This design comes from an exercise in tuning for small area, a short achievable clock period and few clock cycles on the open sky130 flow, not from production work.
Only simulation tests tie the RTL to the original design; equivalence was not proved.
No activity file was given, so power comes from the tool's default toggle rates.

==> flow/design.v, too long to show whole: its modules and the start of the top module <==
// module M1: 749 lines
module M1 (
	input logic Clock,
	input logic resetn,
	input logic [15:0] SRAM_read_data,
	input logic start,
	output logic [17:0] SRAM_address,
	output logic done,
	output logic [15:0] SRAM_write_data,
	output logic SRAM_we_n
);
  // ...
==> flow/flow/run.sh <==
#!/bin/bash
export SETUP_SLACK_MARGIN=10.0
export CTS_BUF_LIST=sky130_fd_sc_hd__clkbuf_8
export CTS_CLUSTER_SIZE=30
bash standard.sh > standard.log 2>&1
==> flow/standard.sh <==
#!/bin/bash
# synth_recipe.tcl (not shown) runs the flow's synth.tcl, then flattens the netlist and writes it again
# the make line also repeats each setting of config.mk as NAME=value (left out here)
make -C /OpenROAD-flow-scripts/flow DESIGN_CONFIG=/design/flow/config.mk WORK_HOME=/design/flow/orfs CLKGATE_MAP_FILE= SYNTH_SCRIPT=/design/flow/synth_recipe.tcl "${@:-finish}"
==> flow/config.mk <==
export PLATFORM = sky130hd
export DESIGN_NAME = M1
export DESIGN_NICKNAME = M1
export VERILOG_FILES = /design/flow/design.v
export SDC_FILE = /design/flow/constraint.sdc
export NUM_CORES = 4
export LEC_CHECK = 0
export CAP_MARGIN = 20
export CORE_MARGIN = 2
export CORE_UTILIZATION = 45
export PLACE_DENSITY = 0.6
export SLEW_MARGIN = 20
==> flow/constraint.sdc <==
create_clock -name core_clock -period 14.0 [get_ports {Clock}]
set_input_delay 2.8000 -clock core_clock [delete_from_list [all_inputs] [get_ports {Clock}]]
set_output_delay 2.8000 -clock core_clock [all_outputs]
set_load 0.01 [all_outputs]
==> results.cfg, run 1 <==
[synth]
yosysSeqAreaShare_pct = 41.6
synth_xor_area_share_pct = 3.85
syn-instance-count = 1837
synth_fa_ha_area_share_pct = 29.7
synth_edf_count = 218
synth_flop_cell = edfxtp_1
synth_area_leaders = edfxtp_1 30%, fa_1 20%, dfxtp_1 11%
synth_top_family_by_area = adder cells
synth_top_cell_by_area = edfxtp_1

[cells_and_area]
nFlopsAndLatches = 343
final_cell_mix = 320 x inv_1, 218 x edfxtp_1, 200 x fa_1
bufAreaShareNonClock_pct = 3.87
multiInputGateArea_um2 = 11800
seq_area_um2 = 9110
multi_input_area_share_pct = 47.2
finalNonFillerCells = 2651

[clocking]
clock_latency_ps = 690
cts_resized = 215
numCtsBuffers = 59

[setup_path]
r2r_end = rbc_r
startpoint_type = register
cp_num_buf_inv = 5
cp.required_ps = 14580

[floorplan]
initial_core_util_pct = 45.7
die_x_um = 224
row_count = 80

[placement]
place_ws_ps = 9120
dp.cells = 2473

[power_and_ir_drop]
combPwrFrac_pct = 50.6
p_sw_mw = 1.67
cellPowerDensity_nw_per_um2 = 170
p_int_mw = 2.59

[outcome]
status = finished clean

[routing]
drt_first_pass_iters = 5
ant_nets = 0
drc_errors = 0
wl_per_cell_um = 18.8
maxUsedRoutingLayer = met4

[hold_path]
hold_path_end = win[6][3]
hold_depth = 0

[timing]
fmax_ghz = 0.242
rsz0062_at_grt = yes

[global_routing]
grt_pass1_wl_um = 80400
top_usage_layer = met2
Testbench counts, summed over its fixed seeds: cycles 779,580.
==> run 2, diff against run 1 <==
--- a/flow/design.v
+++ b/flow/design.v
@@ -642,21 +642,21 @@
 endfunction
 wire [7:0] rb8 = clip(rb_hi);
 wire [7:0] g8  = clip(gg_hi);
 always_ff @(posedge Clock) begin
 	if (ins) begin
 		for (int i = 0; i < 11; i++) win[i] <= win[i+1];
 		win[11] <= ins_data;
 	end
-	if (t3) ybuf <= SRAM_read_data;
+	if (t3) ybuf <= SRAM_read_data;             
+	if (t3) opy <= SRAM_read_data[15:8];        
 	fla_r <= fl_a[17:8]; flb_r <= fl_b[17:8]; flc_r <= fl_lo[8];
 	if (t4) uo <= filt;
 	if (t4) begin
-		opy <= ybuf[15:8];
 		opu <= {2'b00, win[4]};    
 		opv <= {2'b00, win[5]};
 	end
 	if (t1) begin
 		opy <= ybuf[7:0];
 		opu <= uo;
 		opv <= filt;
 	end
==> flow/flow/run.sh (replaced) <==
#!/bin/bash
cat standard.sh > standard_sh.txt
export SETUP_SLACK_MARGIN=10.0
bash standard.sh > standard.log 2>&1
==> run 2 against run 1 <==
First-iteration DRC count rose by 43%. Non-clock buffer count rose by 13. Still clean. Clock skew fell by 4.2 ps. Clock power rose by about 20%. Critical endpoint is now flb_r[3]. Worst hold slack improved by 3.8 ps. Clock-buffer cell count fell by 16. Fmax rose by 0.35%. Synthesized area fell by 1.4%. Global-route usage fell by 0.26 points. Sequential power barely moved. Core utilization rose by 0.26 points.
==> results.cfg, run 2 <==
[floorplan]
fp.dieH_um = 223
die-area_um2 = 49700
die_x_um = 223
coreArea_um2 = 47500
initial_core_util_pct = 45.3
io_pins = 55
row_count = 80

[cells_and_area]
final_core_util_pct = 52.6
area_delta_synth_final_pct = 16.0
final_common_cell = inv_1
fill_cells = 4062
final_cell_mix = 306 x inv_1, 210 x edfxtp_1, 203 x fa_1
largest_register_ffs = 96
top_regs = win: 96 flops, SRAM_address: 18 flops, rgb_cnt: 18 flops
largest-register = win
drive_gt1_share_pct = 15.5
diodes = 0
finalNonFillerCells = 2623
fin_nets = 2387

[clocking]
cts_tree = yes
clockBufferDepth = 3
numCtsBuffers = 40
clk_pin_slew_ps = 60
htree_levels = 2
hold_buffers = 0
cts.sinks = 335
cts-root-buf = clkbuf_16
clock_latency_ps = 570

[timing]
fin_tns_setup_ps = 0
relSlewSlack_pct = 30.4
final.period_utilization_pct = 29.4
tightest_slew_ps = 1040
rsz0062_at_grt = yes
hold_viol = 0
fmax_ghz = 0.243
fin_worst_skew_ps = 24.4
setup_slack_ps = 9880
fin_crit_ps = 4120
final-max-slew-violation-count = 0
finalSetupViolCount = 0

[synth]
synth_area_leaders = edfxtp_1 29%, fa_1 20%, dfxtp_1 11%
synth_nets = 2245
synth_top_cell_by_area = edfxtp_1
syn_avg_cell_area_um2 = 11.7
yosysSeqAreaShare_pct = 41.1
synth.distinct_cells = 76
synthTopCellsByCount = 320 x inv_1, 220 x fa_1, 210 x edfxtp_1
ys_ff_latch = 335
syn_area_um2 = 21600
synth.top_cell.area_share_pct = 29.3
synth.most_common_cell = inv_1
async_flop_share_pct = 2.69
synth_edf_count = 210
syn-instance-count = 1839
yosys_warnings = 2
synth_flop_cell = edfxtp_1

[global_routing]
overflow = 0
grt_usage_pct = 20.4
grt_pass1_vias = 14087
antenna_found_initial = 1
grt_pass1_wl_um = 77900
grt_max_degree = 64

[setup_path]
cp_num_buf_inv = 2
cpPeakStageDelay_ps = 470
crit_path_frequent_cell = fa_2
cp.arrival_ps = 4550
crit_path_top_delay_cell = fa_1
critical-path-top-delay-family = adder cells
cp-end-kind = register
crit_type = reg2reg
cp.required_ps = 14440
cp_max_fo = 3
cp_cell_sequence = ha_1, a21o_1, a21oi_2, o21ai_2, a2111oi_4, nor3b_2, xor2_2, fa_1, fa_2, inv_2, fa_2, fa_2, inv_2, fa_2
startpoint_type = register

[power_and_ir_drop]
ir_worst_vdd_mv = 0.136
leakage_nw = 11.2
power_mw = 4.73
cellPowerDensity_nw_per_um2 = 189

[routing]
routed-via-count = 13677
drt-initial-drc-count = 891
via_per_inst = 5.21
ant_nets = 0
wl_per_cell_um = 19.0
drt-total-wl_um = 49900
drc_errors = 0
drt_first_pass_iters = 5

[placement]
port_buffers = 54
routabilityCongestion = 0.905
dp.cells = 2474
dp_hpwl_um = 37800
place_ws_ps = 9460

[outcome]
status = finished clean

[flow_run]
max-cap-violations = 0

[hold_path]
hold_path.class = reg2reg
-- run 2: layout make-up --
cell class | instances | area, µm² | share of cell area (%)
timing repair buffer | 142 | 1120 | 4.46
sequential | 335 | 8870 | 35.5
inverter | 323 | 1230 | 4.91
clock buffer | 51 | 1150 | 4.60
tap | 615 | 769 | 3.08
clock inverter | 18 | 215 | 0.860
multi-input combinational | 1139 | 11700 | 46.6
-- run 2: cells by family (layout without fill, tap and decap cells) --
group | count (synthesis) | in the layout | share of synthesized area [%]
XOR/XNOR | 89 | 89 | 3.68
adder cells (fa/ha/maj) | 387 | 387 | 30.1
flip-flops | 335 | 335 | 41.1
AO/OA/AOI/OAI | 264 | 264 | 7.92
multiplexers | 53 | 53 | 3.08
AND/OR/NAND/NOR | 346 | 346 | 7.67
buffers and inverters | 365 | 534 | 6.45
-- run 2: path summary, 6_finish.rpt --
kind	to	slack, ps	start	depth (start not counted)
worst max-delay path	flb_r[3]	9880	win[0][1]	14
worst min-delay path	win[2][2]	420	win[3][2]	0
worst max register to register	flb_r[3]	9880	win[0][1]	14
worst min register to register	win[2][2]	420	win[3][2]	0
max in group asynchronous	SRAM_we_n	11110	resetn	1
min in group asynchronous	state[0]	2550	resetn	1
-- run 2: stage by stage --
stage | hold WS (ps) | instance area [µm²]
after global placement | 401 | 22800
final | 415 | 25000
after global routing | 423 | 25000
after detailed placement | 405 | 22800
after CTS | 412 | 24300
after floorplan | 400 | 21600
-- run 2: power by group --
| group | internal (mW) | total [mW] | switching [mW] | leakage [nW] |
|---|---|---|---|---|
| sequential | 1.17 | 1.23 | 0.0607 | 3.26 |
| combinational | 1.10 | 2.42 | 1.33 | 7.23 |
| clock | 0.641 | 1.07 | 0.432 | 0.668 |
| total | 2.91 | 4.73 | 1.82 | 11.2 |
-- run 2: worst reg2reg max path, stage by stage (launching register included) --
cell       delay, ps
edfxtp_1         390
ha_1             300
a21o_1           190
a21oi_2          180
o21ai_2          100
a2111oi_4        310
nor3b_2          110
xor2_2           220
fa_1             470
fa_2             380
inv_2             70
fa_2             440
fa_2             350
inv_2             60
fa_2             420
-- run 2: metal layers --
| layer | global-route usage, % | vias up | routed length [µm] |
|---|---|---|---|
| li1 | - | 6446 | - |
| met1 | 28.0 | 6872 | 22700 |
| met2 | 33.4 | 280 | 23700 |
| met3 | 3.73 | 79 | 2460 |
| met4 | 5.46 | 0 | 1120 |
| met5 | 0 | - | 0 |
-- run 2: timing repair --
action | in CTS | in global routing
setup endpoints to repair | 51 | 27
resized for setup | 158 | 71
pin swaps | 15 | 30
gates cloned | 0 | 0
setup buffers | 19 | 61
Testbench counts of run 2, summed over its fixed seeds: cycles 779,580.
==> run 3, diff against run 2 <==
==> flow/flow/run.sh (replaced) <==
#!/bin/bash
export SETUP_SLACK_MARGIN=10.0
export CTS_CLUSTER_SIZE=30
export CTS_CLUSTER_DIAMETER=200
bash standard.sh > standard.log 2>&1
==> run 3 against run 2 <==
Global-route usage down 0.56 points. Combinational power about the same. Sequential share of layout area up 1.4 points. Core utilization down 2.0 points. Design area down 3.7%. First-iteration DRC count down 0.67%. Setup slack better by 32 ps. Synthesized area unchanged. Critical path depth unchanged. Clock power down 51%. Clock-buffer cell count down 28.
==> results.cfg, run 3 <==
[timing]
fmax_ghz = 0.245
relSlewSlack_pct = 32.9
fin_crit_ps = 4080
final-max-slew-violation-count = 0
finalSetupViolCount = 0
final.period_utilization_pct = 29.2
setup_slack_ps = 9920
rsz0062_at_grt = yes
fin_tns_setup_ps = 0
hold_viol = 0
tightest_slew_ps = 1000
fin_worst_skew_ps = 41.0

[cells_and_area]
area_delta_synth_final_pct = 11.7
diodes = 0
final_common_cell = inv_1
largest_register_ffs = 96
top_regs = win: 96 flops, SRAM_address: 18 flops, rgb_cnt: 18 flops
final_core_util_pct = 50.7
drive_gt1_share_pct = 14.4
fin_nets = 2361
final_cell_mix = 301 x inv_1, 210 x edfxtp_1, 208 x fa_1
largest-register = win

[routing]
drt-total-wl_um = 48700
drt_first_pass_iters = 5
routed-via-count = 13390
drt-initial-drc-count = 885
via_per_inst = 5.19
drc_errors = 0
ant_nets = 0
wl_per_cell_um = 18.9

[global_routing]
grt_usage_pct = 19.8
overflow = 0
grt_pass1_vias = 13842
grt_pass1_wl_um = 76400
grt_max_degree = 64
antenna_found_initial = 1

[flow_run]
max-cap-violations = 0

[synth]
synth.most_common_cell = inv_1
syn-instance-count = 1839
syn_avg_cell_area_um2 = 11.7
async_flop_share_pct = 2.69
yosysSeqAreaShare_pct = 41.1
synth_top_cell_by_area = edfxtp_1
synth_edf_count = 210
synth.distinct_cells = 76
synth_area_leaders = edfxtp_1 29%, fa_1 20%, dfxtp_1 11%
synth_flop_cell = edfxtp_1
synth_nets = 2245
synthTopCellsByCount = 320 x inv_1, 220 x fa_1, 210 x edfxtp_1
syn_area_um2 = 21600
synth.top_cell.area_share_pct = 29.3
yosys_warnings = 2
ys_ff_latch = 335

[clocking]
clk_pin_slew_ps = 120
hold_buffers = 0
cts_tree = yes
clock_latency_ps = 540
numCtsBuffers = 15
htree_levels = 1
clockBufferDepth = 3
cts-root-buf = clkbuf_16
cts.sinks = 335

[power_and_ir_drop]
cellPowerDensity_nw_per_um2 = 173
leakage_nw = 10.7
ir_worst_vdd_mv = 0.108

[setup_path]
cp_max_fo = 4
cp.required_ps = 14420
r2r_end = flb_r[3]
reg2reg_slack_ps = 9920
startpoint_type = register
critical_path.startpoint = win[0][1]
endpoint = flb_r[3]
r2r_start = win[0][1]
reg2regPathDepth = 14
crit_type = reg2reg
cp-end-kind = register
cp.arrival_ps = 4510

[floorplan]
row_count = 80
io_pins = 55
die_x_um = 223
fp.dieH_um = 223
die-area_um2 = 49700
coreArea_um2 = 47500
initial_core_util_pct = 45.3

[hold_path]
hold_path.class = reg2reg

[placement]
dp_hpwl_um = 37800
routabilityCongestion = 0.905
place_ws_ps = 9460
port_buffers = 54

[outcome]
status = finished clean
## run 3: cell counts after synthesis
No cell type changed its count.
## run 3: metrics by stage
step	std cells	hold WS (ps)	instance area, µm²	power, mW
final	2579	403	24100	4.18
after detailed placement	2474	405	22800	3.64
after floorplan	1839	400	21600	2.90
after CTS	2525	411	23600	4.18
after global placement	2474	401	22800	3.55
after global routing	2579	411	24100	4.67
## run 3: worst min path at each step
stage	to	cells after the start	slack (ps)	startpoint
floorplan	win[0][0]	0	400	win[1][0]
global placement	win[6][5]	0	400	win[7][5]
detailed placement	win[8][0]	0	400	win[9][0]
CTS	win[0][4]	0	410	win[1][4]
global route	win[10][7]	0	410	win[11][7]
finish	win[10][7]	0	400	win[11][7]
## run 3: cell type report
cell class | instances | area (µm²)
tap | 615 | 769
fill | 4176 | 23500
inverter | 323 | 1220
clock buffer | 23 | 405
multi-input combinational | 1139 | 11700
sequential | 335 | 8870
timing repair buffer | 141 | 1060
clock inverter | 3 | 35.0
## run 3: critical path, stage by stage, from the launching register on
cell       delay, ps
edfxtp_1         410
ha_1             300
a21o_1           180
a21oi_2          180
o21ai_2          100
a2111oi_4        310
nor3b_2          100
xor2_2           250
fa_1             470
fa_2             350
inv_2             70
fa_2             440
fa_2             350
inv_2             60
fa_1             400
## run 3: where the power goes
group,leakage [nW],internal [mW],switching (mW)
clock network,0.213,0.211,0.316
logic,7.23,1.10,1.33
registers,3.26,1.17,0.0573
## run 3: what timing repair did
| item | CTS | global route |
|---|---|---|
| setup endpoints to repair | 50 | 41 |
| endpoints found under the hold margin | 0 | 0 |
| buffers inserted | 25 | 54 |
| pin swaps | 17 | 29 |
| resized for setup | 159 | 81 |
## run 3: cells by family after synthesis
logic type / count (synthesis) / synth area share (%)
mux: 53 / 3.08
fa+ha+maj: 387 / 30.1
xor+xnor: 89 / 3.68
simple gates: 346 / 7.67
buf+inv: 365 / 6.45
flops: 335 / 41.1
compound gates: 264 / 7.92
## run 3: metal layers
metal / global-route usage, % / part of all wire, %
met2: 33.1 / 48
met5: 0 / 0
met4: 3.75 / 1.6
met1: 27.8 / 46
met3: 2.86 / 4.4
==> run 4, diff against run 3 <==
==> flow/flow/run.sh (replaced) <==
#!/bin/bash
export SETUP_SLACK_MARGIN=10.0
export CTS_CLUSTER_SIZE=25
export CTS_CLUSTER_DIAMETER=300
export SYNTH_ARGS=-noabc
bash standard.sh > standard.log 2>&1
==> run 4 against run 3 <==
Still clean. Via count grew 0.43%. Setup slack got worse by 130 ps. Sequential share of layout area fell by 0.10 points. Clock skew decreased by 12 ps. Largest power group is now registers. Highest routed layer unchanged.
==> results.cfg, run 4 <==
[clocking]
cts.sinks = 335
clk_pin_slew_ps = 120
clockBufferDepth = 3
hold_buffers = 0
cts-root-buf = clkbuf_16
htree_levels = 1
numCtsBuffers = 17
cts_tree = yes
clock_latency_ps = 550

[synth]
yosys_warnings = 2
synth_area_leaders = edfxtp_1 29%, fa_1 21%, dfxtp_1 11%
async_flop_share_pct = 2.69
synth.most_common_cell = inv_1
synth_nets = 2193
synth_top_cell_by_area = edfxtp_1
synthTopCellsByCount = 257 x inv_1, 225 x fa_1, 210 x edfxtp_1
synth_flop_cell = edfxtp_1
synth.top_cell.area_share_pct = 29.3
yosysSeqAreaShare_pct = 41.1
synth.distinct_cells = 77
syn_area_um2 = 21500
syn-instance-count = 1781
ys_ff_latch = 335
syn_avg_cell_area_um2 = 12.1
synth_edf_count = 210

[floorplan]
row_count = 80
die_x_um = 223
die-area_um2 = 49600
coreArea_um2 = 47400
io_pins = 55
fp.dieH_um = 223
initial_core_util_pct = 45.4

[setup_path]
cp_max_fo = 2
cp.arrival_ps = 4630
cp_cell_sequence = ha_4, fa_2, a21o_1, a21oi_2, o21bai_1, a21oi_2, xnor2_2, fa_1, fa_2, fa_1, fa_1, ha_1, a21oi_1, o21ai_1
crit_path_frequent_cell = fa_1
crit_type = reg2reg
cp-end-kind = register
startpoint_type = register
crit_path_top_delay_cell = fa_1
cp.required_ps = 14420
cpPeakStageDelay_ps = 520

[placement]
dp_hpwl_um = 37300
dp.cells = 2417
port_buffers = 54
routabilityCongestion = 0.909
place_ws_ps = 9310

[routing]
drc_errors = 0
ant_nets = 0
wl_per_cell_um = 19.3
drt-total-wl_um = 48500
drt_first_pass_iters = 5
via_per_inst = 5.34
drt-initial-drc-count = 807
routed-via-count = 13447

[timing]
fin_crit_ps = 4210
rsz0062_at_grt = yes
final-max-slew-violation-count = 0
finalSetupViolCount = 0
fmax_ghz = 0.238
tightest_slew_ps = 933
hold_viol = 0
setup_slack_ps = 9790
fin_tns_setup_ps = 0
fin_worst_skew_ps = 28.8
final.period_utilization_pct = 30.1
relSlewSlack_pct = 37.7

[global_routing]
overflow = 0
grt_usage_pct = 20.0
grt_pass1_wl_um = 77600
grt_pass1_vias = 14035
antenna_found_initial = 2
grt_max_degree = 74

[cells_and_area]
final_core_util_pct = 50.9
area_delta_synth_final_pct = 12.2
final_cell_mix = 247 x inv_1, 210 x edfxtp_1, 202 x fa_1
seq_area_um2 = 8870
drive_gt1_share_pct = 13.3
finalNonFillerCells = 2519
largest_register_ffs = 96
largest-register = win
fin_nets = 2304
fill_cells = 4181
multiInputGateArea_um2 = 11900
top_regs = win: 96 flops, SRAM_address: 18 flops, rgb_cnt: 18 flops
final_common_cell = inv_1

[flow_run]
max-cap-violations = 0

[power_and_ir_drop]
cellPowerDensity_nw_per_um2 = 66.5
leakage_nw = 10.2
ir_worst_vdd_mv = 0.0760
power_mw = 1.61

[outcome]
status = finished clean

[hold_path]
hold_path.class = reg2reg
## run 4: cell count changes after synthesis, sizes merged, moves of 10 or more
cell	previous run	this run
a21o	21	37
nand2	90	70
inv	321	258
o21bai	9	20
nor3	21	33
and3	18	8
a211oi	7	21
nor2	105	80
## run 4: area by class of cell
type | count | area share (%)
diodes | 1 | 0.0104
clock buffers | 28 | 1.93
clock inverters | 2 | 0.104
inverters | 259 | 4.03
multi-input cells | 1144 | 49.3
flip-flops and latches | 335 | 36.7
well taps | 615 | 3.19
repair buffers | 135 | 4.70
## run 4: what timing repair did
action,4_1_cts,5_1_grt
setup endpoints to repair,51,34
pin swaps,37,29
buffers inserted,45,26
gates resized for setup,107,72
## run 4: stage by stage
step	cell area, µm²	hold WS [ps]
2_1_floorplan	21700	400
3_3_place_gp	22900	402
3_5_place_dp	22900	405
4_1_cts	23800	409
5_1_grt	24100	406
6_report	24100	408
## run 4: path summary, 6_finish.rpt
path | startpoint | to | slack (ps) | depth (start not counted)
worst min-delay path | win[9][5] | win[8][5] | 410 | 0
max in group asynchronous | resetn | ph[0] | 11090 | 1
worst max-delay path | win[0][0] | flc_r | 9790 | 14
worst max register to register | win[0][0] | flc_r | 9790 | 14
worst min register to register | win[9][5] | win[8][5] | 410 | 0
min in group asynchronous | resetn | done | 2570 | 1
## run 4: cell families (layout without fill, tap and decap cells)
family / count (synthesis) / after routing / synth area share [%]
buf+inv: 302 / 424 / 5.40
compound gates: 300 / 300 / 8.98
xor+xnor: 82 / 82 / 3.34
other cells: 0 / 1 / 0
fa+ha+maj: 393 / 393 / 30.7
simple gates: 314 / 314 / 7.29
flops: 335 / 335 / 41.1
mux: 55 / 55 / 3.17
## run 4: critical path: cells and delay by family (launching register included)
family | cells | cell delay (ps)
fa+ha+maj | 7 | 2660
xor+xnor | 1 | 130
flops | 1 | 470
compound gates | 6 | 820
## run 4: where the power goes
group,internal [mW],switching (mW)
Combinational,0.00598,0.00314
Clock,0.236,0.318
Sequential,1.04,0.00105
## run 4: layer usage
metal | vias up | routed length, µm | global-route usage, %
met3 | 65 | 2000 | 2.08
met2 | 294 | 23000 | 33.1
met5 | - | 0 | 0
met1 | 6766 | 22300 | 28.5
met4 | 0 | 1140 | 5.00
li1 | 6322 | - | -
==> run 5, diff against run 4 <==
==> flow/flow/run.sh (replaced) <==
#!/bin/bash
export SETUP_SLACK_MARGIN=10.3
export CTS_CLUSTER_SIZE=25
export CTS_CLUSTER_DIAMETER=300
bash standard.sh > standard.log 2>&1
==> run 5 against run 4 <==
Still clean. Wire length down 1.0%. Die area rose by 0.13%. Register-to-register slack improved by 90 ps. Clock skew up 7.1 ps. Largest cell class unchanged. Largest power group is now combinational logic.
==> results.cfg, run 5 <==
[outcome]
status = finished clean

[routing]
ant_nets = 0
drt_first_pass_iters = 5
via_per_inst = 5.17
drt-total-wl_um = 48000
wl_per_cell_um = 18.4
routed-via-count = 13465
drt-initial-drc-count = 875
drc_errors = 0

[cells_and_area]
largest_register_ffs = 96
fin_nets = 2383
fill_cells = 4152
drive_gt1_share_pct = 17.2
top_regs = win: 96 flops, SRAM_address: 18 flops, rgb_cnt: 18 flops
final_common_cell = inv_1
area_delta_synth_final_pct = 13.3
final_core_util_pct = 51.4
final_cell_mix = 290 x inv_1, 210 x edfxtp_1, 192 x fa_1
multiInputGateArea_um2 = 11900
largest-register = win
diodes = 0
finalNonFillerCells = 2603
seq_area_um2 = 8870
final_area_um2 = 24400

[floorplan]
coreArea_um2 = 47500
die_x_um = 223
initial_core_util_pct = 45.3
fp.dieH_um = 223
row_count = 80
io_pins = 55
die-area_um2 = 49700

[clocking]
cts-root-buf = clkbuf_16
clk_pin_slew_ps = 110
numCtsBuffers = 17
cts_tree = yes
htree_levels = 1
cts.sinks = 335
clock_latency_ps = 560
hold_buffers = 0
clockBufferDepth = 3

[timing]
hold_viol = 0
fin_tns_setup_ps = 0
finalSetupViolCount = 0
relSlewSlack_pct = 30.3
final.period_utilization_pct = 29.4
whs_ps = 393
fmax_ghz = 0.243
final-max-slew-violation-count = 0
fin_crit_ps = 4120
rsz0062_at_grt = yes
tightest_slew_ps = 1040
fin_worst_skew_ps = 35.9
setup_slack_ps = 9880

[synth]
synth_flop_cell = edfxtp_1
syn_area_um2 = 21600
yosys_warnings = 2
synthTopCellsByCount = 320 x inv_1, 220 x fa_1, 210 x edfxtp_1
synth_area_leaders = edfxtp_1 29%, fa_1 20%, dfxtp_1 11%
synth.distinct_cells = 76
synth_xor_area_share_pct = 3.68
synth_top_cell_by_area = edfxtp_1
synth_edf_count = 210
async_flop_share_pct = 2.69
synth.top_cell.area_share_pct = 29.3
ys_ff_latch = 335
syn_avg_cell_area_um2 = 11.7
synth_fa_ha_area_share_pct = 30.1
synth-compound-area-share_pct = 7.92
synth_nets = 2245
synthMuxAreaShare_pct = 3.08
yosysSeqAreaShare_pct = 41.1
syn-instance-count = 1839
synth_simple_gate_area_share_pct = 7.67
synth_top_family_by_area = adder cells
synth.most_common_cell = inv_1

[setup_path]
crit_type = reg2reg
cp_max_fo = 4
cp.required_ps = 14420
cp-end-kind = register
reg2regPathDepth = 14
startpoint_type = register
cp.arrival_ps = 4530

[global_routing]
grt_usage_pct = 19.7
grt_max_degree = 63
antenna_found_initial = 5
overflow = 0
grt_pass1_vias = 13927
grt_pass1_wl_um = 76000

[placement]
placed_area_um2 = 22900
routabilityCongestion = 0.961
place_ws_ps = 9440
port_buffers = 54
dp_hpwl_um = 37200
dp.cells = 2474

[power_and_ir_drop]
ir_worst_vdd_mv = 0.105
leakage_nw = 10.8
cellPowerDensity_nw_per_um2 = 176
power_mw = 4.30

[hold_path]
hold_depth = 0
hold_path.class = reg2reg

[flow_run]
max-cap-violations = 0
==> run 5: cell count changes after synthesis, moves of 12 or more <==
cell,change
inv_1,+63
nor2_1,+25
nand2_1,+20
a21o_1,-16
a211oi_1,-13
nor3_1,-12
==> run 5: worst max-delay path, stage by stage, from the launching register on <==
cell,delay (ps)
edfxtp_1,400
ha_1,300
a21o_1,190
a21oi_2,170
o21ai_2,90
a2111oi_4,330
nor3b_2,110
xor2_2,290
fa_1,470
fa_2,350
inv_2,60
fa_1,420
fa_2,350
inv_2,60
fa_1,400
==> run 5: final timing paths <==
| path | slack, ps | from | end |
|---|---|---|---|
| setup / recovery | 9880 | win[0][1] | flb_r[3] |
| hold / removal | 390 | win[1][3] | win[0][3] |
| setup reg to reg | 9880 | win[0][1] | flb_r[3] |
| hold reg to reg | 390 | win[1][3] | win[0][3] |
| max in group asynchronous | 11080 | resetn | ph[0] |
| min in group asynchronous | 2550 | resetn | done |
==> run 5: cell families (layout without fill, tap and decap cells) <==
| kind of cell | count (synthesis) | after routing |
|---|---|---|
| xor+xnor | 89 | 89 |
| compound gates | 264 | 264 |
| mux | 53 | 53 |
| flops | 335 | 335 |
| buf+inv | 365 | 514 |
| fa+ha+maj | 387 | 387 |
| simple gates | 346 | 346 |
==> run 5: timing repair <==
| item | CTS | global route |
|---|---|---|
| pin swaps | 27 | 28 |
| buffers inserted | 39 | 60 |
| gates resized for setup | 200 | 77 |
| endpoints found under the setup margin | 65 | 77 |
==> run 5: per-layer routing <==
metal	vias up	GRT usage [%]	routed length, µm
li1	6405	-	-
met1	6723	27.7	22200
met2	285	32.1	22300
met3	52	3.04	2360
met4	0	4.91	1090
met5	-	0	0
==> run 5: layout make-up <==
cell class / count / share of cell area (%)
clock inverter: 2 / 0.102
sequential: 335 / 36.3
multi-input combinational: 1139 / 48.6
clock buffer: 28 / 1.91
inverter: 323 / 5.03
tap: 615 / 3.15
timing repair buffer: 161 / 4.92
==> run 5: where the power goes <==
group	switching, mW	internal (mW)
clock	0.322	0.236
combinational	1.36	1.16
sequential	0.0521	1.17
==> run 6, diff against run 5 <==
==> flow/flow/run.sh (replaced) <==
#!/bin/bash
export SETUP_SLACK_MARGIN=10.0
export CTS_CLUSTER_SIZE=25
export CTS_CLUSTER_DIAMETER=300
bash standard.sh > standard.log 2>&1
--- a/flow/config.mk
+++ b/flow/config.mk
@@ -9,4 +9,4 @@
 export CORE_MARGIN = 2
-export CORE_UTILIZATION = 45
-export PLACE_DENSITY = 0.6
+export CORE_UTILIZATION = 60
+export PLACE_DENSITY = 0.75
 export SLEW_MARGIN = 20
==> run 6 against run 5 <==
Fmax down 0.51%. Critical path depth unchanged. Clock power down 2%. Synthesized cell count unchanged. Register-to-register slack worse by 20 ps. Setup slack worse by 21 ps. Non-clock buffer count down 36. Sequential cell count unchanged. Global-route usage up 5.3 points.
==> results.cfg, run 6 <==
[outcome]
status = finished clean

[global_routing]
grt_usage_pct = 24.9
grtUsageMet2_pct = 40.7
grt_pass1_vias = 13991
top_usage_layer = met2
antenna_found_initial = 0
use_met3_pct = 3.99
grt_max_degree = 63
use_met1_pct = 35.5
overflow = 0
grt_pass1_wl_um = 74200

[synth]
syn_area_um2 = 21600
ys_ff_latch = 335
yosysSeqAreaShare_pct = 41.1
synth_edf_count = 210
synth_area_leaders = edfxtp_1 29%, fa_1 20%, dfxtp_1 11%
syn-instance-count = 1839
synth.top_cell.area_share_pct = 29.3
synth_flop_cell = edfxtp_1
synth_nets = 2245
synthTopCellsByCount = 320 x inv_1, 220 x fa_1, 210 x edfxtp_1
async_flop_share_pct = 2.69
synth.most_common_cell = inv_1
yosys_warnings = 2
syn_avg_cell_area_um2 = 11.7
synth_top_cell_by_area = edfxtp_1
synth.distinct_cells = 76

[cells_and_area]
largest_register_ffs = 96
final_common_cell = inv_1
fill_cells = 2531
final_cell_mix = 304 x inv_1, 210 x edfxtp_1, 205 x fa_1
fin_nets = 2347
final_core_util_pct = 67.6
top_regs = win: 96 flops, SRAM_address: 18 flops, rgb_cnt: 18 flops
largest-register = win
diodes = 0
area_delta_synth_final_pct = 11.3
drive_gt1_share_pct = 12.4

[hold_path]
hold_path.class = reg2reg

[timing]
fin_worst_skew_ps = 31.8
hold_viol = 0
fmax_ghz = 0.242
final-max-slew-violation-count = 0
rsz0062_at_grt = yes
fin_crit_ps = 4140
relSlewSlack_pct = 31.1
fin_tns_setup_ps = 0
whs_ps = 402
finalSetupViolCount = 0
final.period_utilization_pct = 29.6
tightest_slew_ps = 1030

[setup_path]
cp_max_fo = 4
critical-path-top-delay-family = adder cells
cp_cell_sequence = ha_1, a21o_1, a21oi_2, o21ai_2, a2111oi_4, nor3b_2, xor2_2, fa_1, fa_2, inv_2, fa_1, fa_2, inv_2, fa_1
cp-end-kind = register
cp.required_ps = 14420
cp_num_buf_inv = 2
crit_path_top_delay_cell = fa_1
startpoint_type = register
crit_type = reg2reg
crit_path_frequent_cell = fa_1
cp.arrival_ps = 4550
cpPeakStageDelay_ps = 520

[flow_run]
max-cap-violations = 0

[floorplan]
initial_core_util_pct = 60.8
die-area_um2 = 37500
row_count = 69
coreArea_um2 = 35500
fp.dieH_um = 194
die_x_um = 194
io_pins = 55

[routing]
drt_first_pass_iters = 5
drt-initial-drc-count = 1088
ant_nets = 0
routed-via-count = 13613
drt-total-wl_um = 46800
wl_per_cell_um = 19.4
drc_errors = 0
via_per_inst = 5.64

[placement]
routabilityCongestion = 0.961
dp_hpwl_um = 35200
port_buffers = 54

[power_and_ir_drop]
power.clock.fraction_pct = 13.2
ir_worst_vdd_mv = 0.134
p_sw_share_pct = 40.1
leakage_nw = 10.7
p_sw_mw = 1.66
sequentialPowerShare_pct = 29.7
p_int_mw = 2.49
combPwrFrac_pct = 57.1
power_mw = 4.15
cellPowerDensity_nw_per_um2 = 173

[clocking]
cts_tree = yes
htree_levels = 1
cts-root-buf = clkbuf_16
clock_latency_ps = 530
numCtsBuffers = 17
clockBufferDepth = 3
clk_pin_slew_ps = 100
cts.sinks = 335
## run 6: cell types whose count changed in the layout (fill, tap and decap cells not counted), sizes merged
cell           before  now
buf               143   73
clkinv              2    1
inv               321  323
clkbuf             28   31
dlygate4sd2         0    5
clkdlybuf4s15       0   26
clkinvlp            2    1
## run 6: what timing repair did
item	CTS	global route
pin swaps	17	48
hold buffers	0	0
gates cloned	0	0
resized for setup	108	84
endpoints found under the setup margin	50	37
setup buffers	25	39
## run 6: layer usage
layer  routed length, µm  vias up  share of wire (%)
li1                    -     6340                  -
met1               20500     6753                 44
met2               22200      435                 47
met3                2800       85                6.0
met4                1320        0                2.8
met5                   0        -                  0
## run 6: logic make-up (layout without fill, tap and decap cells)
kind of cell	Yosys count	in the layout	share of synthesized area [%]
AO/OA/AOI/OAI	264	264	7.92
XOR/XNOR	89	89	3.68
adder cells (fa/ha/maj)	387	387	30.1
buffers and inverters	365	478	6.45
flip-flops	335	335	41.1
multiplexers	53	53	3.08
AND/OR/NAND/NOR	346	346	7.67
## run 6: path summary, 6_finish.rpt
check                           start  slack, ps  cells after the start          to
setup / recovery            win[0][1]       9860                     14    flb_r[3]
hold / removal             win[11][1]        400                      0  win[10][1]
setup reg to reg            win[0][1]       9860                     14    flb_r[3]
hold reg to reg            win[11][1]        400                      0  win[10][1]
max in group asynchronous      resetn      11100                      1   SRAM_we_n
min in group asynchronous      resetn       2560                      1    state[0]
## run 6: metrics by stage
step / instance area (µm²) / setup slack [ps] / instances
5_1_grt: 24000 / 9660 / 2413
4_1_cts: 23400 / 9780 / 2374
3_5_place_dp: 22600 / 9450 / 2319
2_1_floorplan: 21600 / 9810 / 1839
3_3_place_gp: 22600 / 9500 / 2319
6_report: 24000 / 9860 / 2413
## run 6: power groups by stage
stage	Sequential [mW]	Clock, mW	Combinational (mW)
after global placement	1.25	0	2.21
after detailed placement	1.26	0	2.29
after floorplan	1.24	0	1.66
final	1.23	0.549	2.37
after global routing	1.24	0.590	2.80
after CTS	1.23	0.562	2.31
## run 6: layout make-up
| type | count | area (µm²) | share of cell area (%) |
|---|---|---|---|
| Clock buffer | 28 | 467 | 1.95 |
| Inverter | 323 | 1220 | 5.09 |
| Sequential cell | 335 | 8870 | 37.0 |
| Clock inverter | 2 | 25.0 | 0.104 |
| Tap cell | 461 | 577 | 2.40 |
| Timing Repair Buffer | 125 | 1050 | 4.38 |
| Multi-Input combinational cell | 1139 | 11800 | 49.1 |
## run 6: worst reg2reg max path, delay by kind of cell, from the launching register on
family / cells / cell delay [ps]
AOI/OAI and AO/OA: 4 / 830
xor gates and xnor gates: 1 / 220
adders and majority gates: 6 / 2350
buffers and inverters: 2 / 120
DFF: 1 / 400
and+or+nand+nor: 1 / 110
==> run 7, diff against run 6 <==
==> flow/flow/run.sh (replaced) <==
#!/bin/bash
export SETUP_SLACK_MARGIN=10.0
export CTS_CLUSTER_SIZE=20
export CTS_CLUSTER_DIAMETER=250
bash standard.sh > standard.log 2>&1
--- a/flow/config.mk
+++ b/flow/config.mk
@@ -9,4 +9,4 @@
 export CORE_MARGIN = 2
-export CORE_UTILIZATION = 60
-export PLACE_DENSITY = 0.75
+export CORE_UTILIZATION = 45
+export PLACE_DENSITY = 0.6
 export SLEW_MARGIN = 20
==> run 7 against run 6 <==
Core utilization decreased by 17 points. Sequential share of layout area is 0.23 points lower. First-iteration DRC count decreased by 19%. Worst hold slack gained 3.2 ps. Non-clock buffer count is 15 higher. Global-route usage is 4.9 points lower. Clock power up 12%. Synthesized area unchanged. Cell count up 7.3%. Highest routed layer unchanged.
==> results.cfg, run 7 <==
[global_routing]
overflow = 0
grt_max_degree = 64
antenna_found_initial = 1
grt_pass1_vias = 13860
grt_pass1_wl_um = 77100
grt_usage_pct = 20.0

[setup_path]
cpPeakStageDelay_ps = 480
cp.depth = 14
r2r_start = win[0][1]
crit_path_top_delay_cell = fa_1
reg2regPathDepth = 14
critical-path-top-delay-family = adder cells
cp.arrival_ps = 4520
reg2reg_slack_ps = 9900
crit_type = reg2reg
cp_cell_sequence = ha_1, a21o_1, a21oi_2, o21ai_2, a2111oi_4, nor3b_2, xor2_2, fa_1, fa_2, inv_2, fa_1, fa_2, inv_2, fa_1
cp-end-kind = register
crit_path_frequent_cell = fa_1
cp_max_fo = 4
r2r_end = flb_r[3]
cp.required_ps = 14420
cp_num_buf_inv = 2
startpoint_type = register

[routing]
drt-total-wl_um = 49100
drt-initial-drc-count = 883
drt_first_pass_iters = 5
wl_per_cell_um = 19.0
routed-via-count = 13490
drc_errors = 0
ant_nets = 0
via_per_inst = 5.21

[synth]
synthTopCellsByCount = 320 x inv_1, 220 x fa_1, 210 x edfxtp_1
synth.most_common_cell = inv_1
synth_edf_count = 210
yosysSeqAreaShare_pct = 41.1
synth_top_cell_by_area = edfxtp_1
ys_ff_latch = 335
yosys_warnings = 2
synth_flop_cell = edfxtp_1
synth.top_cell.area_share_pct = 29.3
synth.distinct_cells = 76
synth_area_leaders = edfxtp_1 29%, fa_1 20%, dfxtp_1 11%
syn-instance-count = 1839
synth_nets = 2245
syn_avg_cell_area_um2 = 11.7
syn_area_um2 = 21600
async_flop_share_pct = 2.69

[floorplan]
die_x_um = 223
io_pins = 55
coreArea_um2 = 47500
die-area_um2 = 49700
initial_core_util_pct = 45.3
row_count = 80
fp.dieH_um = 223

[timing]
hold_viol = 0
final-max-slew-violation-count = 0
final.period_utilization_pct = 29.3
relSlewSlack_pct = 30.0
fmax_ghz = 0.244
fin_tns_setup_ps = 0
fin_worst_skew_ps = 31.0
rsz0062_at_grt = yes
finalSetupViolCount = 0
fin_crit_ps = 4100
whs_ps = 406
setup_slack_ps = 9900
tightest_slew_ps = 1050

[clocking]
cts.sinks = 335
cts-root-buf = clkbuf_16
clockBufferDepth = 3
hold_buffers = 0
clk_pin_slew_ps = 90
cts_tree = yes
htree_levels = 1
numCtsBuffers = 20
clock_latency_ps = 560

[hold_path]
hold_path_end = win[0][3]
hold_depth = 0
hp-start = win[1][3]
hold_path.class = reg2reg

[placement]
dp_hpwl_um = 37800
routabilityCongestion = 0.905
placed_area_um2 = 22800
dp.cells = 2474
port_buffers = 54
place_ws_ps = 9460

[cells_and_area]
top_regs = win: 96 flops, SRAM_address: 18 flops, rgb_cnt: 18 flops
diodes = 0
final_cell_mix = 307 x inv_1, 210 x edfxtp_1, 209 x fa_1
area_delta_synth_final_pct = 12.0
largest-register = win
final_common_cell = inv_1
final_core_util_pct = 50.8
drive_gt1_share_pct = 13.6
largest_register_ffs = 96
final_area_um2 = 24100
fill_cells = 4189
finalNonFillerCells = 2588
fin_nets = 2365

[outcome]
status = finished clean

[power_and_ir_drop]
leakage_nw = 10.8
power_mw = 4.27
cellPowerDensity_nw_per_um2 = 177
ir_worst_vdd_mv = 0.108

[flow_run]
max-cap-violations = 0
[run 7: cell counts after synthesis]
Identical to the previous run, type by type.
[run 7: timing repair]
item | in CTS | in global routing
setup endpoints to repair | 50 | 46
resized for setup | 139 | 77
pin swaps | 15 | 22
setup buffers | 19 | 59
[run 7: area by class of cell]
cell class / count / area [µm²] / area share, %
multi-input combinational: 1139 / 11700 / 48.3
sequential: 335 / 8870 / 36.7
inverter: 323 / 1230 / 5.09
timing repair buffer: 140 / 1040 / 4.30
tap: 615 / 769 / 3.19
clock buffer: 35 / 578 / 2.39
clock inverter: 1 / 6.26 / 0.0259
[run 7: worst reg2reg max path: stages (launching register included)]
cell	delay, ps
edfxtp_1	400
ha_1	300
a21o_1	180
a21oi_2	170
o21ai_2	100
a2111oi_4	310
nor3b_2	100
xor2_2	270
fa_1	480
fa_2	360
inv_2	70
fa_1	430
fa_2	350
inv_2	60
fa_1	410
[run 7: cells by family (layout without fill, tap and decap cells)]
logic type | Yosys count | in the layout | synth area share [%]
XOR/XNOR | 89 | 89 | 3.68
multiplexers | 53 | 53 | 3.08
adder cells (fa/ha/maj) | 387 | 387 | 30.1
AO/OA/AOI/OAI | 264 | 264 | 7.92
AND/OR/NAND/NOR | 346 | 346 | 7.67
flip-flops | 335 | 335 | 41.1
buffers and inverters | 365 | 499 | 6.45
[run 7: worst max path at each step]
stage / to / from / slack, ps
after global placement: rbc_r / opv[8] / 9540
after CTS: flb_r[3] / win[0][1] / 9860
after floorplan: flb_r[3] / win[10][1] / 9810
after detailed placement: rbc_r / opv[8] / 9460
final: flb_r[3] / win[0][1] / 9900
after global routing: flc_r / win[4][1] / 9710
[run 7: per-layer routing]
layer / routed length (µm) / global-route usage [%]
met4: 895 / 4.20
met5: 0 / 0
met3: 2610 / 3.24
met2: 23300 / 33.2
met1: 22300 / 28.0
[run 7: power by group]
group,internal [mW],switching (mW)
clock,0.283,0.333
combinational,1.09,1.33
sequential,1.17,0.0592
total,2.55,1.72
==> run 8, diff against run 7 <==
==> flow/flow/run.sh (replaced) <==
#!/bin/bash
export SETUP_SLACK_MARGIN=10.0
export CTS_CLUSTER_SIZE=25
export CTS_CLUSTER_DIAMETER=300
bash standard.sh > standard.log 2>&1
--- a/flow/config.mk
+++ b/flow/config.mk
@@ -7,3 +7,3 @@
 export LEC_CHECK = 0
-export CAP_MARGIN = 20
+export CAP_MARGIN = 10
 export CORE_MARGIN = 2
@@ -11,2 +11,2 @@
 export PLACE_DENSITY = 0.6
-export SLEW_MARGIN = 20
+export SLEW_MARGIN = 10
==> run 8 against run 7 <==
Clock-buffer cell count shrank 7. Via count shrank 0.51%. Worst hold slack is essentially flat. First-iteration DRC count shrank 1.4%. Total power shrank 0.96%. Fmax shrank 0.16%. Combinational power is essentially flat. Setup slack lost 6.6 ps. Sequential cell count is the same. Synthesized area is the same. Clock power shrank 8.9%. Largest power group unchanged.
==> results.cfg, run 8 <==
[setup_path]
cp_max_fo = 4
startpoint_type = register
crit_path_top_delay_cell = fa_1
crit_path_frequent_cell = fa_1
cpPeakStageDelay_ps = 480
cp_cell_sequence = ha_1, a21o_1, a21oi_2, o21ai_2, a2111oi_4, nor3b_2, xor2_2, fa_1, fa_2, inv_2, fa_1, fa_2, inv_2, fa_1
cp_num_buf_inv = 2
cp-end-kind = register
critical-path-top-delay-family = adder cells
r2r_start = win[0][1]
r2r_end = flb_r[3]
reg2regPathDepth = 14
crit_type = reg2reg
reg2reg_slack_ps = 9890
cp.required_ps = 14420
cp.arrival_ps = 4530

[clocking]
cts-root-buf = clkbuf_16
numCtsBuffers = 17
clk_pin_slew_ps = 110
hold_buffers = 0
cts_tree = yes
htree_levels = 1
cts.sinks = 335
clockBufferDepth = 3
clock_latency_ps = 550

[synth]
yosysSeqAreaShare_pct = 41.1
syn_area_um2 = 21600
async_flop_share_pct = 2.69
synth_area_leaders = edfxtp_1 29%, fa_1 20%, dfxtp_1 11%
syn-instance-count = 1839
synth_edf_count = 210
synth_nets = 2245
synth.most_common_cell = inv_1
yosys_warnings = 2
synth_top_cell_by_area = edfxtp_1
synth.distinct_cells = 76
syn_avg_cell_area_um2 = 11.7
synth_flop_cell = edfxtp_1
ys_ff_latch = 335
synth.top_cell.area_share_pct = 29.3
synthTopCellsByCount = 320 x inv_1, 220 x fa_1, 210 x edfxtp_1

[hold_path]
hold_depth = 0
hold_path_end = win[0][4]
hold_path.class = reg2reg
hp-start = win[1][4]

[floorplan]
io_pins = 55
fp.dieH_um = 223
row_count = 80
die_x_um = 223
die-area_um2 = 49700
initial_core_util_pct = 45.3
coreArea_um2 = 47500

[global_routing]
grt_pass1_wl_um = 76700
grt_usage_pct = 19.9
antenna_found_initial = 1
grt_pass1_vias = 13868
overflow = 0
grt_max_degree = 64

[routing]
via_per_inst = 5.20
drt-initial-drc-count = 871
ant_nets = 0
drt-total-wl_um = 48800
routed-via-count = 13421
drc_errors = 0
drt_first_pass_iters = 5
wl_per_cell_um = 18.9

[timing]
final-max-slew-violation-count = 0
fin_crit_ps = 4110
final.period_utilization_pct = 29.3
relSlewSlack_pct = 30.0
hold_viol = 0
whs_ps = 405
fmax_ghz = 0.244
tightest_slew_ps = 1050
fin_worst_skew_ps = 30.5
rsz0062_at_grt = yes
finalSetupViolCount = 0
fin_tns_setup_ps = 0

[cells_and_area]
final_cell_mix = 309 x inv_1, 210 x edfxtp_1, 210 x fa_1
drive_gt1_share_pct = 13.5
largest_register_ffs = 96
top_regs = win: 96 flops, SRAM_address: 18 flops, rgb_cnt: 18 flops
area_delta_synth_final_pct = 11.8
fin_nets = 2363
final_common_cell = inv_1
final_core_util_pct = 50.7
diodes = 0
finalNonFillerCells = 2583
largest-register = win

[power_and_ir_drop]
cellPowerDensity_nw_per_um2 = 175
power_mw = 4.22
leakage_nw = 10.7
ir_worst_vdd_mv = 0.108

[placement]
dp.cells = 2474
routabilityCongestion = 0.905
port_buffers = 54
dp_hpwl_um = 37800

[flow_run]
max-cap-violations = 0

[outcome]
status = finished clean
## run 8: changes by cell type in the layout (fill, tap and decap cells not counted), sizes merged
cell	previous run	this run
clkinv	2	1
clkdlybuf4s15	1	3
clkbuf	58	44
inv	320	322
buf	98	104
## run 8: layer usage
| layer | GRT usage, % | vias to the layer above | share of wire, % |
|---|---|---|---|
| li1 | - | 6373 | - |
| met1 | 28.1 | 6758 | 46 |
| met2 | 33.1 | 249 | 48 |
| met3 | 2.77 | 41 | 4.3 |
| met4 | 4.14 | 0 | 1.6 |
| met5 | 0 | - | 0 |
## run 8: worst reg2reg max path, stage by stage (launching register included)
cell and delay (ps):
edfxtp_1 410, ha_1 300, a21o_1 180, a21oi_2 170
o21ai_2 110, a2111oi_4 310, nor3b_2 110, xor2_2 260
fa_1 480, fa_2 360, inv_2 70, fa_1 430
fa_2 350, inv_2 60, fa_1 400
## run 8: worst max path at each step
stage / to / slack (ps) / startpoint / cells after the start
after floorplan: flb_r[3] / 9810 / win[10][1] / 14
after global placement: rbc_r / 9540 / opv[8] / 15
after detailed placement: rbc_r / 9460 / opv[8] / 15
after CTS: flb_r[3] / 9850 / win[0][1] / 14
after global routing: flb_r[3] / 9720 / win[0][1] / 14
final: flb_r[3] / 9890 / win[0][1] / 14
## run 8: repair_timing
item	4_1_cts	5_1_grt
pin swaps	15	25
resized for setup	148	73
setup buffers	24	55
setup endpoints to repair	50	42
## run 8: metrics by stage
step / setup WS [ps] / cell area, µm²
floorplan: 9810 / 21600
global placement: 9540 / 22800
detailed placement: 9460 / 22800
CTS: 9850 / 23600
global route: 9720 / 24100
finish: 9890 / 24100
## run 8: area by class of cell
cell class	instances	area (µm²)
fill	4190	23500
multi-input combinational	1139	11700
sequential	335	8870
inverter	323	1230
timing repair buffer	141	1070
tap	615	769
clock buffer	28	467
clock inverter	2	25.0
## run 8: logic make-up after synthesis
family                     synth area share, %
xor gates and xnor gates                  3.68
and+or+nand+nor                           7.67
muxes                                     3.08
adders and majority gates                 30.1
AOI/OAI and AO/OA                         7.92
buffers and inverters                     6.45
DFF                                       41.1
## run 8: power breakdown
group / switching, mW / internal [mW] / total (mW)
Clock: 0.325 / 0.236 / 0.561
Combinational: 1.33 / 1.10 / 2.44
Sequential: 0.0586 / 1.17 / 1.23
Total: 1.72 / 2.51 / 4.22
==> run 9, diff against run 8 <==
--- a/flow/config.mk
+++ b/flow/config.mk
@@ -7,3 +7,3 @@
 export LEC_CHECK = 0
-export CAP_MARGIN = 10
+export CAP_MARGIN = 0
 export CORE_MARGIN = 2
@@ -11,2 +11,2 @@
 export PLACE_DENSITY = 0.6
-export SLEW_MARGIN = 10
+export SLEW_MARGIN = 0
==> run 9 against run 8 <==
Sequential cell count unchanged. Fmax unchanged. Combinational power is essentially flat. Cell count stayed put. Critical path type unchanged. Largest cell class unchanged. Largest power group unchanged.
==> results.cfg, run 9 <==
[outcome]
status = finished clean

[timing]
rsz0062_at_grt = yes
finalSetupViolCount = 0
whs_ps = 405
final.period_utilization_pct = 29.3
fin_worst_skew_ps = 30.5
fin_tns_setup_ps = 0
fin_crit_ps = 4110
relSlewSlack_pct = 30.0
tightest_slew_ps = 1050
hold_viol = 0
fmax_ghz = 0.244
final-max-slew-violation-count = 0

[floorplan]
row_count = 80
coreArea_um2 = 47500
initial_core_util_pct = 45.3
fp.dieH_um = 223
io_pins = 55
die-area_um2 = 49700
die_x_um = 223

[cells_and_area]
largest_register_ffs = 96
diodes = 0
top_regs = win: 96 flops, SRAM_address: 18 flops, rgb_cnt: 18 flops
fill_cells = 4190
largest-register = win
fin_nets = 2363
final_cell_mix = 309 x inv_1, 210 x edfxtp_1, 210 x fa_1
area_delta_synth_final_pct = 11.8
drive_gt1_share_pct = 13.5
final_common_cell = inv_1

[power_and_ir_drop]
leakage_nw = 10.7
cellPowerDensity_nw_per_um2 = 175
ir_worst_vdd_mv = 0.108
power_mw = 4.22

[placement]
routabilityCongestion = 0.905
port_buffers = 54
dp_hpwl_um = 37800

[synth]
synth_area_leaders = edfxtp_1 29%, fa_1 20%, dfxtp_1 11%
synth_edf_count = 210
yosys_warnings = 2
synth_nets = 2245
syn_area_um2 = 21600
synth.distinct_cells = 76
syn-instance-count = 1839
synth.top_cell.area_share_pct = 29.3
async_flop_share_pct = 2.69
syn_avg_cell_area_um2 = 11.7
synth_top_cell_by_area = edfxtp_1
synthTopCellsByCount = 320 x inv_1, 220 x fa_1, 210 x edfxtp_1
ys_ff_latch = 335
synth.most_common_cell = inv_1
yosysSeqAreaShare_pct = 41.1
synth_flop_cell = edfxtp_1

[setup_path]
cp_max_fo = 4
r2r_end = flb_r[3]
startpoint_type = register
crit_path_frequent_cell = fa_1
cp-end-kind = register
cpPeakStageDelay_ps = 480
reg2reg_slack_ps = 9890
reg2regPathDepth = 14
cp_num_buf_inv = 2
cp.required_ps = 14420
crit_type = reg2reg
r2r_start = win[0][1]
crit_path_top_delay_cell = fa_1
cp.arrival_ps = 4530
critical-path-top-delay-family = adder cells
cp_cell_sequence = ha_1, a21o_1, a21oi_2, o21ai_2, a2111oi_4, nor3b_2, xor2_2, fa_1, fa_2, inv_2, fa_1, fa_2, inv_2, fa_1

[global_routing]
antenna_found_initial = 1
overflow = 0
grt_pass1_wl_um = 76700
grt_max_degree = 64
grt_pass1_vias = 13868
grt_usage_pct = 19.9

[routing]
drc_errors = 0
drt-total-wl_um = 48800
via_per_inst = 5.20
drt-initial-drc-count = 871
drt_first_pass_iters = 5
routed-via-count = 13421
ant_nets = 0
wl_per_cell_um = 18.9

[clocking]
cts_tree = yes
htree_levels = 1
clock_latency_ps = 550
clk_pin_slew_ps = 110
cts-root-buf = clkbuf_16
numCtsBuffers = 17
clockBufferDepth = 3
cts.sinks = 335

[flow_run]
max-cap-violations = 0

[hold_path]
hold_path.class = reg2reg
hold_path_end = win[0][4]
hp-start = win[1][4]
hold_depth = 0
run 9: cell counts after synthesis:
Identical to the previous run, type by type.
run 9: cell type report:
| cell class | instances | area (µm²) | area share [%] |
|---|---|---|---|
| clock inverters | 2 | 25.0 | 0.104 |
| multi-input cells | 1139 | 11700 | 48.4 |
| clock buffers | 28 | 467 | 1.94 |
| repair buffers | 141 | 1070 | 4.45 |
| inverters | 323 | 1230 | 5.09 |
| flip-flops and latches | 335 | 8870 | 36.8 |
| well taps | 615 | 769 | 3.19 |
run 9: worst max path at each step:
stage          cells past startpoint  startpoint  endpoint
2_1_floorplan                     14  win[10][1]  flb_r[3]
6_report                          14   win[0][1]  flb_r[3]
3_5_place_dp                      15      opv[8]     rbc_r
4_1_cts                           14   win[0][1]  flb_r[3]
3_3_place_gp                      15      opv[8]     rbc_r
5_1_grt                           14   win[0][1]  flb_r[3]
run 9: through the flow:
stage / setup WS [ps] / area (µm²) / util, % / cells
after global placement: 9540 / 22800 / 47.9 / 2474
final: 9890 / 24100 / 50.7 / 2583
after floorplan: 9810 / 21600 / - / 1839
after detailed placement: 9460 / 22800 / 47.9 / 2474
after global routing: 9720 / 24100 / 50.7 / 2583
after CTS: 9850 / 23600 / 49.6 / 2528
run 9: kinds of logic after synthesis:
| logic type | share of synthesized area (%) |
|---|---|
| XOR/XNOR | 3.68 |
| buffers and inverters | 6.45 |
| adder cells (fa/ha/maj) | 30.1 |
| AND/OR/NAND/NOR | 7.67 |
| AO/OA/AOI/OAI | 7.92 |
| multiplexers | 3.08 |
| flip-flops | 41.1 |
run 9: power breakdown:
| part | internal (mW) | total, mW | switching, mW |
|---|---|---|---|
| clock | 0.236 | 0.561 | 0.325 |
| combinational | 1.10 | 2.44 | 1.33 |
| sequential | 1.17 | 1.23 | 0.0586 |
run 9: repair_timing:
| item | 4_1_cts | 5_1_grt |
|---|---|---|
| resized for setup | 148 | 73 |
| hold buffers | 0 | 0 |
| setup endpoints to repair | 50 | 42 |
| pin swaps | 15 | 25 |
| setup buffers | 24 | 55 |
| hold endpoints to repair | 0 | 0 |
run 9: per-layer routing:
metal	share of wire (%)	track usage (%)	up-vias
met4	1.6	4.14	0
met3	4.3	2.77	41
met1	46	28.1	6758
met5	0	0	-
met2	48	33.1	249
li1	-	-	6373
==> run 10, diff against run 9 <==
--- a/flow/config.mk
+++ b/flow/config.mk
@@ -7,3 +7,3 @@
 export LEC_CHECK = 0
-export CAP_MARGIN = 0
+export CAP_MARGIN = 20
 export CORE_MARGIN = 2
@@ -11,2 +11,2 @@
 export PLACE_DENSITY = 0.6
-export SLEW_MARGIN = 0
+export SLEW_MARGIN = 20
==> run 10 against run 9 <==
Total power did not move. Synthesized cell count is the same. Die area did not move. Sequential cell count stayed put. Clock-buffer cell count did not move. Register-to-register slack about the same. Critical endpoint unchanged. Largest cell class unchanged.
==> results.cfg, run 10 <==
[power_and_ir_drop]
power_mw = 4.22
ir_worst_vdd_mv = 0.108
p_int_mw = 2.51
cellPowerDensity_nw_per_um2 = 175
p_sw_mw = 1.72
sequentialPowerShare_pct = 29.1
leakage_nw = 10.7
combPwrFrac_pct = 57.7
p_sw_share_pct = 40.6
power.clock.fraction_pct = 13.3

[placement]
dp_hpwl_um = 37800
port_buffers = 54
place_ws_ps = 9460
placed_area_um2 = 22800
routabilityCongestion = 0.905

[timing]
whs_ps = 405
fin_tns_setup_ps = 0
tightest_slew_ps = 1050
finalSetupViolCount = 0
hold_viol = 0
fin_crit_ps = 4110
relSlewSlack_pct = 30.0
rsz0062_at_grt = yes
fmax_ghz = 0.244
setup_slack_ps = 9890
final-max-slew-violation-count = 0
final.period_utilization_pct = 29.3
fin_worst_skew_ps = 30.5

[setup_path]
cp_cell_sequence = ha_1, a21o_1, a21oi_2, o21ai_2, a2111oi_4, nor3b_2, xor2_2, fa_1, fa_2, inv_2, fa_1, fa_2, inv_2, fa_1
crit_path_top_delay_cell = fa_1
cp-end-kind = register
cp.required_ps = 14420
cp_max_fo = 4
startpoint_type = register
crit_path_frequent_cell = fa_1
crit_type = reg2reg
cpPeakStageDelay_ps = 480
cp.arrival_ps = 4530

[cells_and_area]
diodes = 0
drive_gt1_share_pct = 13.5
largest_register_ffs = 96
fill_cells = 4190
seq_area_um2 = 8870
area_delta_synth_final_pct = 11.8
top_regs = win: 96 flops, SRAM_address: 18 flops, rgb_cnt: 18 flops
final_area_um2 = 24100
fin_nets = 2363
final_cell_mix = 309 x inv_1, 210 x edfxtp_1, 210 x fa_1
multiInputGateArea_um2 = 11700
final_common_cell = inv_1
largest-register = win

[routing]
wl_per_cell_um = 18.9
routed-via-count = 13421
drt-initial-drc-count = 871
via_per_inst = 5.20
drc_errors = 0
drt_first_pass_iters = 5
drt-total-wl_um = 48800
ant_nets = 0

[global_routing]
grt_max_degree = 64
overflow = 0
grt_usage_pct = 19.9
grt_pass1_vias = 13868
antenna_found_initial = 1
grt_pass1_wl_um = 76700

[clocking]
cts-root-buf = clkbuf_16
clock_latency_ps = 550
htree_levels = 1
cts_tree = yes
clockBufferDepth = 3
numCtsBuffers = 17
clk_pin_slew_ps = 110
hold_buffers = 0
cts.sinks = 335

[floorplan]
io_pins = 55
initial_core_util_pct = 45.3
coreArea_um2 = 47500
fp.dieH_um = 223
die_x_um = 223
row_count = 80
die-area_um2 = 49700

[synth]
synth_edf_count = 210
async_flop_share_pct = 2.69
synthTopCellsByCount = 320 x inv_1, 220 x fa_1, 210 x edfxtp_1
synth_nets = 2245
synth_area_leaders = edfxtp_1 29%, fa_1 20%, dfxtp_1 11%
ys_ff_latch = 335
synth.most_common_cell = inv_1
yosysSeqAreaShare_pct = 41.1
syn_avg_cell_area_um2 = 11.7
syn_area_um2 = 21600
synth.top_cell.area_share_pct = 29.3
synth.distinct_cells = 76
synth_flop_cell = edfxtp_1
syn-instance-count = 1839
yosys_warnings = 2
synth_top_cell_by_area = edfxtp_1

[flow_run]
max-cap-violations = 0

[outcome]
status = finished clean

[hold_path]
hold_path.class = reg2reg
## run 10: cell counts in the layout (fill, tap and decap cells not counted)
Identical to the previous run, type by type.
## run 10: path summary, 6_finish.rpt
| path | from | to | slack (ps) | cells after the start |
|---|---|---|---|---|
| max | win[0][1] | flb_r[3] | 9890 | 14 |
| min | win[1][4] | win[0][4] | 410 | 0 |
| max reg2reg | win[0][1] | flb_r[3] | 9890 | 14 |
| min reg2reg | win[1][4] | win[0][4] | 410 | 0 |
| max in group asynchronous | resetn | ph[0] | 11090 | 1 |
| min in group asynchronous | resetn | done | 2570 | 1 |
## run 10: per-layer routing
metal / GRT usage (%) / vias up / routed length, µm
met2: 33.1 / 249 / 23200
met4: 4.14 / 0 / 763
li1: - / 6373 / -
met1: 28.1 / 6758 / 22700
met5: 0 / - / 0
met3: 2.77 / 41 / 2120
## run 10: kinds of logic (layout without fill, tap and decap cells)
logic type | after synthesis | in the layout | share of synthesized area (%)
buf+inv | 365 | 494 | 6.45
compound gates | 264 | 264 | 7.92
simple gates | 346 | 346 | 7.67
xor+xnor | 89 | 89 | 3.68
flops | 335 | 335 | 41.1
mux | 53 | 53 | 3.08
fa+ha+maj | 387 | 387 | 30.1
## run 10: critical path, delay by kind of cell, from the launching register on
kind | cells | cell delay (ps)
AO/OA/AOI/OAI | 4 | 770
XOR/XNOR | 1 | 260
adder cells (fa/ha/maj) | 6 | 2320
buffers and inverters | 2 | 130
flip-flops | 1 | 410
AND/OR/NAND/NOR | 1 | 110
## run 10: area by class of cell
| cell class | instances | area share, % |
|---|---|---|
| clock buffer | 28 | 1.94 |
| clock inverter | 2 | 0.104 |
| inverter | 323 | 5.09 |
| multi-input combinational | 1139 | 48.4 |
| sequential | 335 | 36.8 |
| tap | 615 | 3.19 |
| timing repair buffer | 141 | 4.45 |
## run 10: timing repair
item / 4_1_cts / 5_1_grt
resized for setup: 148 / 73
setup endpoints to repair: 50 / 42
pin swaps: 15 / 25
setup buffers: 24 / 55
## run 10: power groups by stage
stage	sequential, mW	combinational (mW)	clock (mW)
floorplan	1.24	1.66	0
global placement	1.26	2.29	0
detailed placement	1.26	2.37	0
CTS	1.24	2.39	0.580
global route	1.23	2.87	0.616
finish	1.23	2.44	0.561
## run 10: metrics by stage
| step | util, % | std cells |
|---|---|---|
| final | 50.7 | 2583 |
| after global routing | 50.7 | 2583 |
| after CTS | 49.6 | 2528 |
| after detailed placement | 47.9 | 2474 |
| after global placement | 47.9 | 2474 |
| after floorplan | - | 1839 |
==> run 11, diff against run 10 <==
--- a/flow/config.mk
+++ b/flow/config.mk
@@ -10,3 +10,3 @@
 export CORE_UTILIZATION = 45
-export PLACE_DENSITY = 0.6
+export PLACE_DENSITY = 0.8
 export SLEW_MARGIN = 20
==> run 11 against run 10 <==
Clock-buffer cell count did not move. Die area did not move. Clock power barely moved. Setup slack got worse by 97 ps. Non-clock buffer count fell by 10. Worst hold slack improved by 2.2 ps. Wire length fell by 0.22%. Critical path depth did not move. Clock skew fell by 6.1 ps. Total power fell by 1.8%.
==> results.cfg, run 11 <==
[hold_path]
hp-start = win[1][3]
hold_path_end = win[0][3]
hold_depth = 0
hold_path.class = reg2reg

[timing]
relSlewSlack_pct = 32.5
fin_worst_skew_ps = 24.3
fin_tns_setup_ps = 0
hold_viol = 0
rsz0062_at_grt = yes
finalSetupViolCount = 0
tightest_slew_ps = 1010
fmax_ghz = 0.238
whs_ps = 407
fin_crit_ps = 4200
final.period_utilization_pct = 30.0
final-max-slew-violation-count = 0

[floorplan]
row_count = 80
coreArea_um2 = 47500
initial_core_util_pct = 45.3
die_x_um = 223
die-area_um2 = 49700
io_pins = 55
fp.dieH_um = 223

[clocking]
clock_latency_ps = 540
hold_buffers = 0
cts-root-buf = clkbuf_16
htree_levels = 1
clockBufferDepth = 3
numCtsBuffers = 17
cts_tree = yes
cts.sinks = 335
clk_pin_slew_ps = 110

[setup_path]
cp_max_fo = 4
cp.arrival_ps = 4640
reg2regPathDepth = 14
r2r_end = flb_r[3]
reg2reg_slack_ps = 9800
cp-end-kind = register
crit_type = reg2reg
r2r_start = win[10][1]
startpoint_type = register
cp.required_ps = 14440

[synth]
syn_avg_cell_area_um2 = 11.7
synth_area_leaders = edfxtp_1 29%, fa_1 20%, dfxtp_1 11%
synth_top_cell_by_area = edfxtp_1
synth_nets = 2245
synth.most_common_cell = inv_1
syn_area_um2 = 21600
synth_edf_count = 210
yosys_warnings = 2
ys_ff_latch = 335
synthTopCellsByCount = 320 x inv_1, 220 x fa_1, 210 x edfxtp_1
synth.distinct_cells = 76
syn-instance-count = 1839
async_flop_share_pct = 2.69
synth_flop_cell = edfxtp_1
synth.top_cell.area_share_pct = 29.3
yosysSeqAreaShare_pct = 41.1

[placement]
routabilityCongestion = 0.965
dp_hpwl_um = 36700
port_buffers = 54

[flow_run]
max-cap-violations = 0

[power_and_ir_drop]
ir_worst_vdd_mv = 0.173
leakage_nw = 10.7
cellPowerDensity_nw_per_um2 = 172

[global_routing]
overflow = 0
grt_pass1_vias = 14304
grt_pass1_wl_um = 75800
antenna_found_initial = 4
grt_usage_pct = 19.4
grt_max_degree = 74

[cells_and_area]
diodes = 0
largest_register_ffs = 96
final_cell_mix = 307 x inv_1, 210 x edfxtp_1, 205 x fa_1
final_common_cell = inv_1
drive_gt1_share_pct = 12.7
largest-register = win
fin_nets = 2353
top_regs = win: 96 flops, SRAM_address: 18 flops, rgb_cnt: 18 flops
area_delta_synth_final_pct = 12.2

[routing]
via_per_inst = 5.32
drc_errors = 0
wl_per_cell_um = 18.9
ant_nets = 0
drt-initial-drc-count = 1017
drt_first_pass_iters = 5
routed-via-count = 13694
drt-total-wl_um = 48700

[outcome]
status = finished clean
==> run 11: layout make-up <==
| type | count | area (µm²) |
|---|---|---|
| Sequential cell | 335 | 8870 |
| Fill cell | 3944 | 23400 |
| Timing Repair Buffer | 131 | 1090 |
| Clock buffer | 28 | 467 |
| Inverter | 323 | 1220 |
| Multi-Input combinational cell | 1139 | 11700 |
| Tap cell | 615 | 769 |
| Clock inverter | 2 | 25.0 |
==> run 11: through the flow <==
step	util [%]	cell area [µm²]	setup WS, ps	total power, mW	cells
2_1_floorplan	-	21600	9810	2.90	1839
3_3_place_gp	47.9	22800	9520	3.46	2475
3_5_place_dp	47.9	22800	9490	3.59	2475
4_1_cts	49.9	23700	9800	4.15	2537
5_1_grt	50.9	24200	9710	4.60	2573
6_report	50.9	24200	9800	4.15	2573
==> run 11: power breakdown <==
part	internal, mW	switching, mW
combinational	1.05	1.30
sequential	1.17	0.0648
clock	0.236	0.325
total	2.46	1.69
==> run 11: routing by layer <==
metal | track usage [%] | wire, µm | vias up
li1 | - | - | 6343
met2 | 34.3 | 24500 | 455
met5 | 0 | 0 | -
met4 | 5.28 | 1290 | 0
met3 | 2.88 | 2950 | 89
met1 | 25.0 | 20000 | 6807
==> run 11: worst max path at each step <==
stage,endpoint,cells after the start,from
2_1_floorplan,flb_r[3],14,win[10][1]
3_3_place_gp,rbc_r,14,sel_x
3_5_place_dp,rbc_r,14,sel_x
4_1_cts,rbc_r,16,opv[4]
5_1_grt,flb_r[3],17,win[8][0]
6_report,flb_r[3],14,win[10][1]
==> run 11: kinds of logic after synthesis <==
family | count (synthesis) | synth area share, %
AOI/OAI and AO/OA | 264 | 7.92
xor gates and xnor gates | 89 | 3.68
adders and majority gates | 387 | 30.1
buffers and inverters | 365 | 6.45
DFF | 335 | 41.1
muxes | 53 | 3.08
and+or+nand+nor | 346 | 7.67
==> run 11: critical path, stage by stage (launching register included) <==
cell       delay [ps]
edfxtp_1          420
ha_1              310
a21o_1            210
a21oi_2           190
o21ai_2           120
a2111oi_4         310
nor3b_2           100
xor2_2            320
fa_1              470
fa_2              350
inv_2              60
fa_2              440
fa_2              340
inv_2              60
fa_2              410
==> run 11: repair_timing <==
item | 4_1_cts | 5_1_grt
gates resized for setup | 136 | 63
setup buffers | 32 | 36
endpoints found under the hold margin | 0 | 0
endpoints found under the setup margin | 50 | 32
pin swaps | 34 | 52

Check on run 11: ideal ports give 9.797 ns setup slack; a clkbuf_16 on the clock port and buf_2 on the inputs give 9.797 ns; moving port delays by the midpoint clock arrival (0.589 ns) as well gives 9.585 ns.
